From an optimization exercise on the open Yosys and OpenROAD flow, aimed at small area and a short achievable clock period; shortcuts taken in it are not production practice.
Function was checked by simulation only, so behaviour that the tests miss may differ from the original.
Power figures rest on the tool's default switching activity, not on a simulated workload.

run 4:
==> module cam_none8, before the edit <==
module cam_none8 (
  input  logic [7:0] miss,
  output logic       none8
);
  logic [1:0] any4;
  cam_nand4 u_a0 (.a(miss[0]), .b(miss[1]), .c(miss[2]), .d(miss[3]), .y(any4[0]));
  cam_nand4 u_a1 (.a(miss[4]), .b(miss[5]), .c(miss[6]), .d(miss[7]), .y(any4[1]));
  cam_nor2  u_n  (.a(any4[0]), .b(any4[1]), .y(none8));
endmodule
==> module cam_core, before the edit <==
module cam_core #(
  parameter DATA_WIDTH = 32,
  parameter ADDR_WIDTH = 5
  ) (
  input  logic                  clk,
  input  logic                  reset,
  input  logic                  cam_we,
  input  logic [ADDR_WIDTH-1:0] cam_addr,
  input  logic [DATA_WIDTH-1:0] cam_data,
  input  logic                  cam_valid,
  input  logic [DATA_WIDTH-1:0] lookup_data,
  output logic [ADDR_WIDTH-1:0] lookup_addr,
  output logic                  lookup_hit
);
  localparam ADDR_DEPTH = 2**ADDR_WIDTH;
  logic [DATA_WIDTH-1:0] lookup_table [ADDR_DEPTH];
  logic [ADDR_DEPTH-1:0] lookup_inval;
  logic [ADDR_DEPTH-1:0] lookup_off;
  logic [ADDR_DEPTH-1:0] lookup_miss;
  logic [3:0] dec_lo;
  logic [7:0] dec_hi;
  logic [ADDR_DEPTH-1:0] wsel, wsel_n;
  logic cam_valid_n;
  cam_dec2 u_dec_lo (.a(cam_addr[1:0]), .y(dec_lo));
  cam_dec3 u_dec_hi (.en(cam_we), .a(cam_addr[4:2]), .y(dec_hi));
  assign cam_valid_n = ~cam_valid;
  genvar i, k;
  generate for (i=0; i<ADDR_DEPTH; i++) begin : store_gen
    logic [DATA_WIDTH-1:0] nxt;
    logic inval_nxt;
    cam_and2  u_ws  (.a(dec_lo[i%4]), .b(dec_hi[i/4]), .y(wsel[i]));
    cam_nand2 u_wsn (.a(dec_lo[i%4]), .b(dec_hi[i/4]), .y(wsel_n[i]));
    for (k=0; k<DATA_WIDTH; k++) begin : bit_gen
      cam_hold u_h (.q(lookup_table[i][k]), .d(cam_data[k]), .we(wsel[i]), .we_n(wsel_n[i]), .y(nxt[k]));
    end
    always_ff @(posedge clk) begin
      lookup_table[i] <= nxt;
    end
    logic inval_hold;
    cam_hold u_vh (.q(lookup_inval[i]), .d(cam_valid_n), .we(wsel[i]), .we_n(wsel_n[i]), .y(inval_hold));
    cam_or2 u_vr (.a(inval_hold), .b(reset), .y(inval_nxt));
    always_ff @(posedge clk) begin
      lookup_inval[i] <= inval_nxt;
    end
  end endgenerate
  generate for (i=0; i<ADDR_DEPTH; i++) begin : lookup_gen
    cam_or2 u_off (.a(lookup_inval[i]), .b(reset), .y(lookup_off[i]));
    cam_match u_match (
      .entry(lookup_table[i]), .off(lookup_off[i]), .key(lookup_data),
      .miss(lookup_miss[i])
    );
  end endgenerate
  logic [1:0] addr_none_d [ADDR_WIDTH];
  logic [1:0] addr_none_q [ADDR_WIDTH];
  logic [3:0] hit_none_d, hit_none_q;
  generate for (k=0; k<ADDR_WIDTH; k++) begin : enc_gen
    logic [15:0] sel;
    for (i=0; i<16; i++) begin : sel_gen
      localparam int IDX = ((i >> k) << (k+1)) | (1 << k) | (i & ((1 << k) - 1));
      assign sel[i] = lookup_miss[IDX];
    end
    cam_none8 u_n0 (.miss(sel[7:0]),  .none8(addr_none_d[k][0]));
    cam_none8 u_n1 (.miss(sel[15:8]), .none8(addr_none_d[k][1]));
    always_ff @(posedge clk) begin
      addr_none_q[k] <= addr_none_d[k];
    end
    cam_nand2 u_out (.a(addr_none_q[k][0]), .b(addr_none_q[k][1]), .y(lookup_addr[k]));
  end endgenerate
  generate for (k=0; k<4; k++) begin : hit_gen
    cam_none8 u_n (.miss(lookup_miss[8*k +: 8]), .none8(hit_none_d[k]));
  end endgenerate
  always_ff @(posedge clk) begin
    hit_none_q <= hit_none_d;
  end
  cam_nand4 u_hit (.a(hit_none_q[0]), .b(hit_none_q[1]), .c(hit_none_q[2]), .d(hit_none_q[3]), .y(lookup_hit));
endmodule
export LEC_CHECK = 0
export CAP_MARGIN = 20
export CORE_MARGIN = 2
export CORE_UTILIZATION = 65
export CTS_CLUSTER_DIAMETER = 80
export CTS_CLUSTER_SIZE = 25
export PLACE_DENSITY = 0.75
export SETUP_SLACK_MARGIN = 1.4
export SLEW_MARGIN = 20
export SYNTH_HIERARCHICAL = 1
create_clock -name core_clock -period 3.2 [get_ports {clk}]
run.sh (not shown) runs the stock make flow with config.mk's settings and CLKGATE_MAP_FILE= SYNTH_SCRIPT=/design/flow/synth_recipe.tcl, a recipe that flattens the netlist after the stock synthesis.
Run 4 completed end to end with timing, DRC and antenna clean.
The following lists how run 2 was set up differently from run 4:
--- a/flow/design.v
+++ b/flow/design.v
@@ -50,18 +50,43 @@
     end
   endgenerate
   cam_nor3 u_e0 (.a(ne4[0]), .b(ne4[1]), .c(off), .y(eq8[0]));
   cam_nand4 u_m (.a(eq8[0]), .b(eq8[1]), .c(eq8[2]), .d(eq8[3]), .y(miss));
 endmodule
-module cam_none8 (
-  input  logic [7:0] miss,
-  output logic       none8
+module cam_any16 (
+  input  logic [15:0] miss,
+  output logic        y
 );
-  logic [1:0] any4;
-  cam_nand4 u_a0 (.a(miss[0]), .b(miss[1]), .c(miss[2]), .d(miss[3]), .y(any4[0]));
-  cam_nand4 u_a1 (.a(miss[4]), .b(miss[5]), .c(miss[6]), .d(miss[7]), .y(any4[1]));
-  cam_nor2  u_n  (.a(any4[0]), .b(any4[1]), .y(none8));
+  logic [3:0] any4;
+  logic [1:0] none8;
+  genvar j;
+  generate
+    for (j=0; j<4; j++) begin : a_gen
+      cam_nand4 u_a (.a(miss[4*j]), .b(miss[4*j+1]), .c(miss[4*j+2]), .d(miss[4*j+3]), .y(any4[j]));
+    end
+    for (j=0; j<2; j++) begin : n_gen
+      cam_nor2 u_n (.a(any4[2*j]), .b(any4[2*j+1]), .y(none8[j]));
+    end
+  endgenerate
+  cam_nand2 u_y (.a(none8[0]), .b(none8[1]), .y(y));
+endmodule
+module cam_any32 (
+  input  logic [31:0] miss,
+  output logic        y
+);
+  logic [7:0] any4;
+  logic [3:0] none8;
+  genvar j;
+  generate
+    for (j=0; j<8; j++) begin : a_gen
+      cam_nand4 u_a (.a(miss[4*j]), .b(miss[4*j+1]), .c(miss[4*j+2]), .d(miss[4*j+3]), .y(any4[j]));
+    end
+    for (j=0; j<4; j++) begin : n_gen
+      cam_nor2 u_n (.a(any4[2*j]), .b(any4[2*j+1]), .y(none8[j]));
+    end
+  endgenerate
+  cam_nand4 u_y (.a(none8[0]), .b(none8[1]), .c(none8[2]), .d(none8[3]), .y(y));
 endmodule
 module cam_core #(
   parameter DATA_WIDTH = 32,
   parameter ADDR_WIDTH = 5
   ) (
@@ -78,10 +103,12 @@
   localparam ADDR_DEPTH = 2**ADDR_WIDTH;
   logic [DATA_WIDTH-1:0] lookup_table [ADDR_DEPTH];
   logic [ADDR_DEPTH-1:0] lookup_inval;
   logic [ADDR_DEPTH-1:0] lookup_off;
   logic [ADDR_DEPTH-1:0] lookup_miss;
+  logic [ADDR_WIDTH-1:0] lookup_addr_d;
+  logic                  lookup_hit_d;
   logic [3:0] dec_lo;
   logic [7:0] dec_hi;
   logic [ADDR_DEPTH-1:0] wsel, wsel_n;
   logic cam_valid_n;
   cam_dec2 u_dec_lo (.a(cam_addr[1:0]), .y(dec_lo));
@@ -111,29 +138,19 @@
     cam_match u_match (
       .entry(lookup_table[i]), .off(lookup_off[i]), .key(lookup_data),
       .miss(lookup_miss[i])
     );
   end endgenerate
-  logic [1:0] addr_none_d [ADDR_WIDTH];
-  logic [1:0] addr_none_q [ADDR_WIDTH];
-  logic [3:0] hit_none_d, hit_none_q;
   generate for (k=0; k<ADDR_WIDTH; k++) begin : enc_gen
     logic [15:0] sel;
     for (i=0; i<16; i++) begin : sel_gen
       localparam int IDX = ((i >> k) << (k+1)) | (1 << k) | (i & ((1 << k) - 1));
       assign sel[i] = lookup_miss[IDX];
     end
-    cam_none8 u_n0 (.miss(sel[7:0]),  .none8(addr_none_d[k][0]));
-    cam_none8 u_n1 (.miss(sel[15:8]), .none8(addr_none_d[k][1]));
-    always_ff @(posedge clk) begin
-      addr_none_q[k] <= addr_none_d[k];
-    end
-    cam_nand2 u_out (.a(addr_none_q[k][0]), .b(addr_none_q[k][1]), .y(lookup_addr[k]));
+    cam_any16 u_or (.miss(sel), .y(lookup_addr_d[k]));
   end endgenerate
-  generate for (k=0; k<4; k++) begin : hit_gen
-    cam_none8 u_n (.miss(lookup_miss[8*k +: 8]), .none8(hit_none_d[k]));
-  end endgenerate
+  cam_any32 u_hit (.miss(lookup_miss), .y(lookup_hit_d));
   always_ff @(posedge clk) begin
-    hit_none_q <= hit_none_d;
+    lookup_addr <= lookup_addr_d;
+    lookup_hit  <= lookup_hit_d;
   end
-  cam_nand4 u_hit (.a(hit_none_q[0]), .b(hit_none_q[1]), .c(hit_none_q[2]), .d(hit_none_q[3]), .y(lookup_hit));
 endmodule
Notes after the runs:
On non-clock buffer count, the lower figure sits with run 4, not run 2.
Run 2 vs. run 4: number of filler cells placed in the layout shows a reduction of 139, maximum ir drop on the vdd rail shows a reduction of about 15%, endpoint arrival time on the critical path shows an increase of 1.12 ns.
On average cell area after synthesis, run 4 and run 2 are neck and neck.

port drivers added, routing unchanged:
No port has a modelled driver above. Below, the same layouts with a new extraction and two added sets of constraints. Step 1 sets driving cells, clkbuf_16 on the clock port and buf_2 on the other inputs (assumed; they add their load-dependent delay and slew). Step 2 moves the port delays by t, midway between the first and last clock arrival at a register: inputs arrive t later, outputs are due t later. That takes back most of the time a late clock gives input paths. Three values: ideal ports, drivers, drivers and shift; two values: the first two.
| run | t (ns) | setup WS [ns] | hold WS [ns] |
|---|---|---|---|
| run 4 | 0.710 | 1.244 / 1.171 / 0.720 | 0.262 / 0.211 / 0.500 |
| run 2 | 0.704 | 1.336 / 1.334 / 0.669 | 0.326 / 0.283 / 0.490 |
After both steps setup and hold are still met in every run listed. For run 2, which loses most, drivers alone change the setup slack by -0.002 ns; drivers and shift together by -0.667 ns.
